This design comes from an exercise in tuning for small area on the open sky130 flow, not from production work.
Function was checked by simulation only, so behaviour that the tests miss may differ from the original.

rev 12:
==> module Top, before the edit <==
module Top(
    input  [15:0] sw,
    input         Clk_100MHz,
    input         rst,
    output [15:0] led,
    output [3:0]  Anode_A,
    output [6:0]  LED_out
    );
    assign led = sw;
    wire [5:0] X = sw[11:6];
    wire [5:0] Y = sw[5:0];
    wire op_add = sw[15];
    wire op_sub = ~sw[15] & sw[14];
    wire op_div = ~sw[15] & ~sw[14] & sw[13];
    wire op_mul = ~sw[15] & ~sw[14] & ~sw[13] & sw[12];
    reg  [6:0]  cnt;         
    reg  [12:0] B;           
    reg  [2:0]  Q;           
    reg  [3:0]  D;           
    wire [4:0] c = cnt[4:0];
    wire [1:0] p = cnt[6:5];
    reg xbit;
    always @(*) begin
        case (c[2:0])
            3'd0: xbit = X[5];
            3'd1: xbit = X[4];
            3'd2: xbit = X[3];
            3'd3: xbit = X[2];
            3'd4: xbit = X[1];
            default: xbit = X[0];
        endcase
    end
    wire ld    = (c == 5'd0);
    wire mstep = op_mul & ~c[4] & ~c[3] & (c[2:0] != 3'd0) & (c[2:0] != 3'd6) & (c[2:0] != 3'd7);
    wire dstep = op_div & ~c[4] & ~c[3] & (c[2:0] != 3'd0) & (c[2:0] != 3'd7);
    wire clr   = op_div & (c == 5'd7);
    wire [2:0] jp = {1'b0, c[3:2]} + {1'b0, p};
    wire cv    = c[4] & (jp[2] | (jp[1:0] == 2'b11));
    wire [1:0] lvl = jp[1:0] + 2'd1;
    wire dbz   = (Y == 6'd0);
    reg [12:0] K;
    always @(*) begin
        case ({lvl, c[1:0]})
            4'h0: K = 13'd8000;  4'h1: K = 13'd4000;  4'h2: K = 13'd2000;  4'h3: K = 13'd1000;
            4'h4: K = 13'd800;   4'h5: K = 13'd400;   4'h6: K = 13'd200;   4'h7: K = 13'd100;
            4'h8: K = 13'd80;    4'h9: K = 13'd40;    4'hA: K = 13'd20;    4'hB: K = 13'd10;
            4'hC: K = 13'd8;     4'hD: K = 13'd4;     4'hE: K = 13'd2;     default: K = 13'd1;
        endcase
    end
    wire aX  = ld & (op_add | op_sub | op_div);
    wire aSh = mstep | dstep;
    wire aB  = ~ld & ~aSh;
    wire eY  = ld & (op_add | op_sub) | (ld | mstep) & op_mul & xbit;
    wire inv = ld & op_sub;
    wire [12:0] Bsh = {B[11:0], 1'b0};
    wire [12:0] A, Bop;
    genvar gi;
    generate for (gi = 0; gi < 13; gi = gi + 1) begin : g_op
        if (gi < 6) begin : g_lo
            assign A[gi] = (aX & X[gi]) | (aSh & Bsh[gi]) | (aB & B[gi]);
            assign Bop[gi] = ((eY & Y[gi]) ^ inv) | dstep | (cv & ~K[gi]);
        end else begin : g_hi
            assign A[gi] = (aSh & Bsh[gi]) | (aB & ~clr & B[gi]);
            assign Bop[gi] = inv | (dstep & ~(gi < 12 ? Y[gi-6] : 1'b0)) | (clr & dbz)
                           | (cv & ~K[gi]);
        end
    end endgenerate
    wire cin = inv | dstep | cv;
    wire [13:0] cy;
    wire [12:0] sum;
    assign cy[0] = cin;
    generate for (gi = 0; gi < 13; gi = gi + 1) begin : g_add
        assign sum[gi] = A[gi] ^ Bop[gi] ^ cy[gi];
        assign cy[gi+1] = (A[gi] & Bop[gi]) | (cy[gi] & (A[gi] ^ Bop[gi]));
    end endgenerate
    wire cout = cy[13];
    wire keep = (dstep | cv) & ~cout;    
    always @(posedge Clk_100MHz) begin
        if (rst) cnt <= 7'd0;
        else cnt <= cnt + 7'd1;
        B[12:1] <= keep ? A[12:1] : sum[12:1];
        B[0] <= dstep ? cout : (keep ? A[0] : sum[0]);
        Q <= {Q[1:0], cout};
        if (rst) D <= 4'b1100;
        else if (c == 5'd31) D <= {Q, cout};
    end
    wire blank = D[3] & D[2];
    assign Anode_A[3] = blank | (p != 2'd1);
    assign Anode_A[2] = blank | (p != 2'd2);
    assign Anode_A[1] = blank | (p != 2'd3);
    assign Anode_A[0] = blank | (p != 2'd0);
    reg [6:0] seg;
    always @(*) begin
        seg = 7'b0001111;
        if (D == 4'd0) seg = 7'b0000001;
        if (D == 4'd1) seg = 7'b1001111;
        if (D == 4'd2) seg = 7'b0010010;
        if (D == 4'd3) seg = 7'b0000110;
        if (D == 4'd4) seg = 7'b1001100;
        if (D == 4'd5) seg = 7'b0100100;
        if (D == 4'd6) seg = 7'b0100000;
        if (D == 4'd7) seg = 7'b0001111;
        if (D == 4'd8) seg = 7'b0000000;
        if (D == 4'd9) seg = 7'b0000100;
        if (D == 4'd10) seg = 7'b0010000;
        if (D == 4'd11) seg = 7'b0000110;
        if (D == 4'd12) seg = 7'b0000001;
        if (D == 4'd13) seg = 7'b0100101;
        if (D == 4'd14) seg = 7'b0100001;
    end
    assign LED_out = seg;
endmodule
Settings: LEC_CHECK=0, ABC_AREA=1, CAP_MARGIN=20, CORE_MARGIN=2, CORE_UTILIZATION=40, CTS_BUF_LIST=sky130_fd_sc_hd__clkbuf_8, SLEW_MARGIN=20; clock period 40.0 ns.
standard.sh (not shown) runs the stock make flow with config.mk's settings and CLKGATE_MAP_FILE= SYNTH_SCRIPT=/design/flow/synth_recipe.tcl, a recipe that flattens the netlist after the stock synthesis.
==> flow/flow/run.sh <==
#!/bin/bash
# Own layout flow: the standard layout (standard.sh) with these changes:
#  - synthesis runs synth_recipe.tcl's steps, but extracts full adders only and maps with
#    several area-oriented ABC scripts (flow/abc_*.abc), keeping the smallest result
#    (flow/synth.tcl); registers, their names and cells are unchanged;
#  - port buffers are sky130_fd_sc_hd__buf_1 instead of ORFS's default choice;
#  - clock tree of clkbuf_8 only, without dummy loads (CTS_ARGS);
#  - timing-driven placement does not keep its repair buffers (GPL_KEEP_OVERFLOW=0).
# Each step's output goes to its own log in the work folder.
set -euo pipefail
W=$(pwd)
export MY_ABC_SCRIPTS="$(ls $W/flow/abc_*.abc | tr '\n' ' ')"
export CTS_ARGS="-sink_clustering_enable -repair_clock_nets -buf_list sky130_fd_sc_hd__clkbuf_8 -dont_use_dummy_load"
export GPL_KEEP_OVERFLOW=0
export BUFFER_PORTS_ARGS="-buffer_cell sky130_fd_sc_hd__buf_1"
sed "s#\(SYNTH_SCRIPT=\)'\?[^ ']*synth_recipe\.tcl'\?#\1$W/flow/synth.tcl#" standard.sh > own_standard.sh
grep -q "SYNTH_SCRIPT=$W/flow/synth.tcl" own_standard.sh
bash own_standard.sh synth > synth.log 2>&1
bash own_standard.sh floorplan > floorplan.log 2>&1
bash own_standard.sh place > place.log 2>&1
bash own_standard.sh cts > cts.log 2>&1
bash own_standard.sh route > route.log 2>&1
bash own_standard.sh finish > finish.log 2>&1
Other scripts of this flow, unchanged in this note and not shown: flow/flow/abc_amap.abc, flow/flow/abc_amap_f.abc, flow/flow/abc_c2rs_amap.abc, flow/flow/abc_c2rs_nf.abc, flow/flow/abc_dc2_map.abc, flow/flow/abc_fr_amap.abc, flow/flow/abc_map_a.abc, flow/flow/abc_nf.abc, flow/flow/abc_nf_f.abc, flow/flow/abc_resyn_amap.abc, flow/flow/abc_resyn_nf.abc, flow/flow/abc_synch_amap.abc, flow/flow/synth.tcl
Input changes introduced in rev 13 (baseline for comparison: rev 12):
==> flow/design.v, changed modules only <==
module Top(
    input  [15:0] sw,
    input         Clk_100MHz,
    input         rst,
    output [15:0] led,
    output [3:0]  Anode_A,
    output [6:0]  LED_out
    );
    assign led = sw;
    wire [5:0] X = sw[11:6];
    wire [5:0] Y = sw[5:0];
    wire op_add = sw[15];
    wire op_sub = ~sw[15] & sw[14];
    wire op_div = ~sw[15] & ~sw[14] & sw[13];
    wire op_mul = ~sw[15] & ~sw[14] & ~sw[13] & sw[12];
    reg  [6:0]  cnt;         
    reg  [12:0] B;           
    reg         Q8;          
    reg  [3:0]  D;           
    wire [4:0] c = cnt[4:0];
    wire [1:0] p = cnt[6:5];
    reg xbit;
    always @(*) begin
        case (c[2:0])
            3'd0: xbit = X[5];
            3'd1: xbit = X[4];
            3'd2: xbit = X[3];
            3'd3: xbit = X[2];
            3'd4: xbit = X[1];
            default: xbit = X[0];
        endcase
    end
    wire ld    = (c == 5'd0);
    wire mstep = op_mul & ~c[4] & ~c[3] & (c[2:0] != 3'd0) & (c[2:0] != 3'd6) & (c[2:0] != 3'd7);
    wire dstep = op_div & ~c[4] & ~c[3] & (c[2:0] != 3'd0) & (c[2:0] != 3'd7);
    wire clr   = op_div & (c == 5'd7);
    wire [2:0] jp = {1'b0, c[3:2]} + {1'b0, p};
    wire cv    = c[4] & (jp[2] | (jp[1:0] == 2'b11));
    wire [1:0] lvl = jp[1:0] + 2'd1;
    wire dbz   = (Y == 6'd0);
    reg [6:0] Kh;
    always @(*) begin
        case (lvl)
            2'd0: Kh = 7'b1111101;
            2'd1: Kh = 7'b1100100;
            2'd2: Kh = 7'b1010000;
            default: Kh = 7'b1000000;
        endcase
    end
    wire csh = cv & (c[1:0] != 2'd0);    
    wire aX  = ld & (op_add | op_sub | op_div);
    wire aSh = mstep | dstep | csh;
    wire aB  = ~ld & ~aSh;
    wire eY  = ld & (op_add | op_sub) | (ld | mstep) & op_mul & xbit;
    wire inv = ld & op_sub;
    wire [12:0] Bsh = {B[11:0], 1'b0};
    wire [12:0] A, Bop;
    genvar gi;
    generate for (gi = 0; gi < 13; gi = gi + 1) begin : g_op
        if (gi < 6) begin : g_lo
            assign A[gi] = (aX & X[gi]) | (aSh & Bsh[gi]) | (aB & B[gi]);
            assign Bop[gi] = ((eY & Y[gi]) ^ inv) | dstep | cv;
        end else begin : g_hi
            assign A[gi] = (aSh & Bsh[gi]) | (aB & ~clr & B[gi]);
            assign Bop[gi] = inv | (dstep & ~(gi < 12 ? Y[gi-6] : 1'b0)) | (clr & dbz)
                           | (cv & ~Kh[gi-6]);
        end
    end endgenerate
    wire cin = inv | dstep | cv;
    wire [13:0] cy;
    wire [12:0] sum;
    assign cy[0] = cin;
    generate for (gi = 0; gi < 13; gi = gi + 1) begin : g_add
        assign sum[gi] = A[gi] ^ Bop[gi] ^ cy[gi];
        assign cy[gi+1] = (A[gi] & Bop[gi]) | (cy[gi] & (A[gi] ^ Bop[gi]));
    end endgenerate
    wire cout = cy[13] | (aSh & B[12]);    
    wire keep = (dstep | cv) & ~cout;    
    always @(posedge Clk_100MHz) begin
        if (rst) cnt <= 7'd0;
        else cnt <= cnt + 7'd1;
        B[12:1] <= keep ? A[12:1] : sum[12:1];
        B[0] <= (dstep | csh) ? cout : (keep ? A[0] : sum[0]);
        if (c[1:0] == 2'd0) Q8 <= cout;
        if (rst) D <= 4'b1100;
        else if (c == 5'd31) D <= {Q8, B[1:0], cout};
    end
    wire blank = D[3] & D[2];
    assign Anode_A[3] = blank | (p != 2'd1);
    assign Anode_A[2] = blank | (p != 2'd2);
    assign Anode_A[1] = blank | (p != 2'd3);
    assign Anode_A[0] = blank | (p != 2'd0);
    reg [6:0] seg;
    always @(*) begin
        seg = 7'b0001111;
        if (D == 4'd0) seg = 7'b0000001;
        if (D == 4'd1) seg = 7'b1001111;
        if (D == 4'd2) seg = 7'b0010010;
        if (D == 4'd3) seg = 7'b0000110;
        if (D == 4'd4) seg = 7'b1001100;
        if (D == 4'd5) seg = 7'b0100100;
        if (D == 4'd6) seg = 7'b0100000;
        if (D == 4'd7) seg = 7'b0001111;
        if (D == 4'd8) seg = 7'b0000000;
        if (D == 4'd9) seg = 7'b0000100;
        if (D == 4'd10) seg = 7'b0010000;
        if (D == 4'd11) seg = 7'b0000110;
        if (D == 4'd12) seg = 7'b0000001;
        if (D == 4'd13) seg = 7'b0100101;
        if (D == 4'd14) seg = 7'b0100001;
    end
    assign LED_out = seg;
endmodule
## What came out
Routability congestion estimate (lower): rev 13
From rev 12 to rev 13 the numbers moved as follows: wire length now smaller, buffer share of cell area now sits at about the same level, multi-input combinational area share -0.77 points, sequential share of layout area grew by 0.83 points.
Rev 12 → rev 13: share of the cycle needed by the critical path after routing held steady; final count of negative-setup-slack endpoints neither gained nor lost much.
Looking at endpoint arrival time on the critical path, rev 13 sits 0.04 ns lower than rev 12 does.
The run with more setup slack is rev 13; rev 12 has less.

-- separate check: timing with driven ports --
Ports are ideal in the flow. The routed layouts listed here were re-timed in OpenROAD.
Step 1 assumes that a clkbuf_16 drives the clock port and a buf_2 every other input.
Step 2, shift: input delay + t, output delay - t, t = (earliest + latest rising clock arrival at the registers) / 2. This alone moves slack from input paths to output paths.
Slacks: no drivers / after step 1 / after step 2; pairs: no drivers / after step 1.
run | t, ns | setup WS [ns] | hold WS [ns] | worst setup path at the end
rev 12 | 0.305 | 23.627 / 23.603 / 23.603 | 0.370 / 0.370 / 0.370 | input to output
rev 13 | 0.294 | 23.667 / 23.643 / 23.643 | 0.490 / 0.490 / 0.490 | input to output
After both steps setup and hold are still met in every run listed.
